This is an optimization exercise on Yosys and OpenROAD, whose aim is small area, not a production implementation. In this exercise RTL edits were held to simulation tests only and were not proved equivalent to the original.

job 6160:
==> flow/design.v (excerpt) <==
module video_output_ctrl (
	input clk_pix,
	input RST_N,
	input[23:0] RGB_data_in,
	input RGB_in_valid,
	output pixel_request,
	output hsync_s, vsync_s,
	output [9:0] tmds_r, tmds_g, tmds_b
);
clock: 6.0 ns
lec_check: 0
cap_margin: 20
core_margin: 2
core_utilization: 40
slew_margin: 20
standard.sh (not shown) runs the stock make flow with config.mk's settings and CLKGATE_MAP_FILE= SYNTH_SCRIPT=/design/flow/synth_recipe.tcl, a recipe that flattens the netlist after the stock synthesis.
==> flow/flow/run.sh <==
#!/bin/bash
# Own layout flow: the standard layout (standard.sh) with
#  - synthesis through flow/synth.tcl: abc maps the logic with the
#    area-oriented script flow/area.abc (best of several &deepsyn seeds);
#    registers are mapped as in the standard synthesis,
#  - port buffers of sky130_fd_sc_hd__buf_1,
#  - a clock tree of sky130_fd_sc_hd__clkbuf_8 without dummy loads.
# make's full output goes to flow_make.log in the work folder; ORFS keeps each
# step's own log under orfs/logs/.
set -euo pipefail
W=$(pwd)
export MY_ABC_SCRIPT=$W/flow/area.abc
export MY_ABC_SEEDS="1 2 3 4 5 6"
bash standard.sh SYNTH_SCRIPT=$W/flow/synth.tcl \
  "BUFFER_PORTS_ARGS=-buffer_cell sky130_fd_sc_hd__buf_1" \
  "CTS_ARGS=-sink_clustering_enable -repair_clock_nets -dont_use_dummy_load -buf_list sky130_fd_sc_hd__clkbuf_8 -root_buf sky130_fd_sc_hd__clkbuf_8 -tree_buf sky130_fd_sc_hd__clkbuf_8" \
  finish > $W/flow_make.log 2>&1
==> flow/flow/synth.tcl <==
# synth_recipe.tcl (the standard synthesis) with two changes: abc maps the logic
# with the area-oriented script flow/area.abc instead of ORFS's speed script,
# trying several random seeds of its &deepsyn step and keeping the smallest
# result; and adders are left to abc instead of being mapped to ha/fa cells
# first. Registers are mapped by dfflibmap before abc, exactly as in the
# standard synthesis, so their names and cells are unchanged.
proc synth {args} { yosys synth -nofsm -noshare {*}$args }
proc abc {args} {
  set i [lsearch -exact $args -script]
  if {$i < 0} { yosys abc {*}$args; return }
  set template [read [open $::env(MY_ABC_SCRIPT) r]]
  set lib [lindex $::env(LIB_FILES) 0]
  yosys design -save my_pre_abc
  set best -1
  foreach seed $::env(MY_ABC_SEEDS) {
    yosys design -load my_pre_abc
    set f $::env(RESULTS_DIR)/abc_seed$seed.script
    set fh [open $f w]
    puts $fh [string map [list @SEED@ $seed] $template]
    close $fh
    yosys abc {*}[lreplace $args $i [expr {$i + 1}] -script $f]
    yosys tee -q -o $::env(RESULTS_DIR)/abc_seed$seed.stat stat -liberty $lib
    set fh [open $::env(RESULTS_DIR)/abc_seed$seed.stat r]
    set area -1
    foreach line [split [read $fh] "\n"] {
      if {[regexp {Chip area for module .*: ([0-9.]+)} $line -> a]} { set area $a }
    }
    close $fh
    puts "abc seed $seed: area $area"
    if {$area > 0 && ($best < 0 || $area < $best)} {
      set best $area
      yosys design -save my_best_abc
    }
  }
  puts "abc: keeping area $best"
  yosys design -load my_best_abc
}
unset -nocomplain ::env(ADDER_MAP_FILE)
source $::env(SCRIPTS_DIR)/synth.tcl
# left out here: clear keep_hierarchy, flatten, clean up, hide names made inside functions, write 1_2_yosys.v
Other scripts of this flow, unchanged in this note and not shown: flow/flow/area.abc
## Diff of input files: job 3163 against job 6160
diff --git a/flow/flow/run.sh b/flow/flow/run.sh
--- a/flow/flow/run.sh
+++ b/flow/flow/run.sh
@@ -3,3 +3,3 @@
 #  - synthesis through flow/synth.tcl: abc maps the logic with the
-#    area-oriented script flow/area.abc (best of several &deepsyn seeds);
+#    area-oriented script flow/area*.abc (best of several &deepsyn seeds);
 #    registers are mapped as in the standard synthesis,
@@ -11,3 +11,3 @@
 W=$(pwd)
-export MY_ABC_SCRIPT=$W/flow/area.abc
+export MY_ABC_SCRIPTS="$W/flow/area.abc $W/flow/area2.abc"
 export MY_ABC_SEEDS="1 2 3 4 5 6"
==> flow/flow/area2.abc (new file) <==
strash; &get -n; &deepsyn -T 40 -S @SEED@; &put; dc2; dch -f; amap; topo; buffer -p; upsize -D 4500; dnsize -D 4500; stime
diff --git a/flow/flow/synth.tcl b/flow/flow/synth.tcl
--- a/flow/flow/synth.tcl
+++ b/flow/flow/synth.tcl
@@ -1,5 +1,5 @@
 # synth_recipe.tcl (the standard synthesis) with two changes: abc maps the logic
-# with the area-oriented script flow/area.abc instead of ORFS's speed script,
-# trying several random seeds of its &deepsyn step and keeping the smallest
-# result; and adders are left to abc instead of being mapped to ha/fa cells
+# with the area-oriented scripts flow/area*.abc instead of ORFS's speed script,
+# trying each with several random seeds of its &deepsyn step and keeping the
+# smallest result; and adders are left to abc instead of being mapped to ha/fa cells
 # first. Registers are mapped by dfflibmap before abc, exactly as in the
@@ -10,3 +10,2 @@
   if {$i < 0} { yosys abc {*}$args; return }
-  set template [read [open $::env(MY_ABC_SCRIPT) r]]
   set lib [lindex $::env(LIB_FILES) 0]
@@ -14,5 +13,9 @@
   set best -1
+  set k 0
+  foreach script $::env(MY_ABC_SCRIPTS) {
+  set template [read [open $script r]]
   foreach seed $::env(MY_ABC_SEEDS) {
+    incr k
     yosys design -load my_pre_abc
-    set f $::env(RESULTS_DIR)/abc_seed$seed.script
+    set f $::env(RESULTS_DIR)/abc_try$k.script
     set fh [open $f w]
@@ -21,4 +24,4 @@
     yosys abc {*}[lreplace $args $i [expr {$i + 1}] -script $f]
-    yosys tee -q -o $::env(RESULTS_DIR)/abc_seed$seed.stat stat -liberty $lib
-    set fh [open $::env(RESULTS_DIR)/abc_seed$seed.stat r]
+    yosys tee -q -o $::env(RESULTS_DIR)/abc_try$k.stat stat -liberty $lib
+    set fh [open $::env(RESULTS_DIR)/abc_try$k.stat r]
     set area -1
@@ -28,3 +31,3 @@
     close $fh
-    puts "abc seed $seed: area $area"
+    puts "abc [file tail $script] seed $seed: area $area"
     if {$area > 0 && ($best < 0 || $area < $best)} {
@@ -33,2 +36,3 @@
     }
+  }
   }
diff --git a/flow/config.mk b/flow/config.mk
--- a/flow/config.mk
+++ b/flow/config.mk
@@ -9,3 +9,3 @@
 export CORE_MARGIN = 2
-export CORE_UTILIZATION = 40
+export CORE_UTILIZATION = 55
 export SLEW_MARGIN = 20
[summary]
Between job 3163 and job 6160, number of standard-cell rows in the floorplan is lower for job 3163, job 6160 comes in above that. Compared with job 6160, job 3163 shows a lower placeable core region. Path length in cells of the critical path: higher on job 6160. Of job 3163 and job 6160, the higher period utilization belongs to job 3163. Final cell count without fillers (job 6160 / job 3163): 1.06.
## Diff of input files: job 347 against job 3163
diff --git a/flow/config.mk b/flow/config.mk
--- a/flow/config.mk
+++ b/flow/config.mk
@@ -9,3 +9,4 @@
 export CORE_MARGIN = 2
-export CORE_UTILIZATION = 55
+export CORE_UTILIZATION = 65
+export PLACE_DENSITY = 0.78
 export SLEW_MARGIN = 20
### Flow results
Every stage of the flow completed for job 347, and the final layout passed the timing, DRC and antenna checks.
Job 347 vs job 3163 on sequential share of layout area: job 347 is the higher one.
Core region area went down by more than 10% going from job 3163 to job 347.
Compared to job 3163, job 347 shows a wider setup margin.
The critical path's largest stage delay reported for job 347 is smaller than that of job 3163 by 0.04 ns.
In job 347 relative to job 3163, placement-stage cell area had gone down slightly.
Against job 3163, job 347 comes in 0.08 ns lower on worst path arrival time.

## afterwards: timing with drivers on the ports
In the flow no input, the clock included, has a driving cell. The finished layouts below were timed again as built, in two steps. Step 1, drivers: a clkbuf_16 drives clk_pix and a buf_2 each remaining input, both assumed. Step 2 adds t to the input delays and takes it off the output delays; t is the mean of the earliest and latest rising clock arrival at the registers after step 1. Input paths then give back, and output paths get back, about the clock's delay inside the block. Slacks: ideal ports / drivers / drivers and shift; pairs: ideal ports / drivers.
run	t (ns)	slack for setup (ns)	clock arrival spread, ns
job 6160	0.398	0.641 / 0.641 / 0.641	0.020 / 0.020
job 3163	0.381	0.553 / 0.553 / 0.553	0.028 / 0.028
job 347	0.377	0.638 / 0.638 / 0.638	0.024 / 0.024
After both steps every run listed still meets setup and hold.
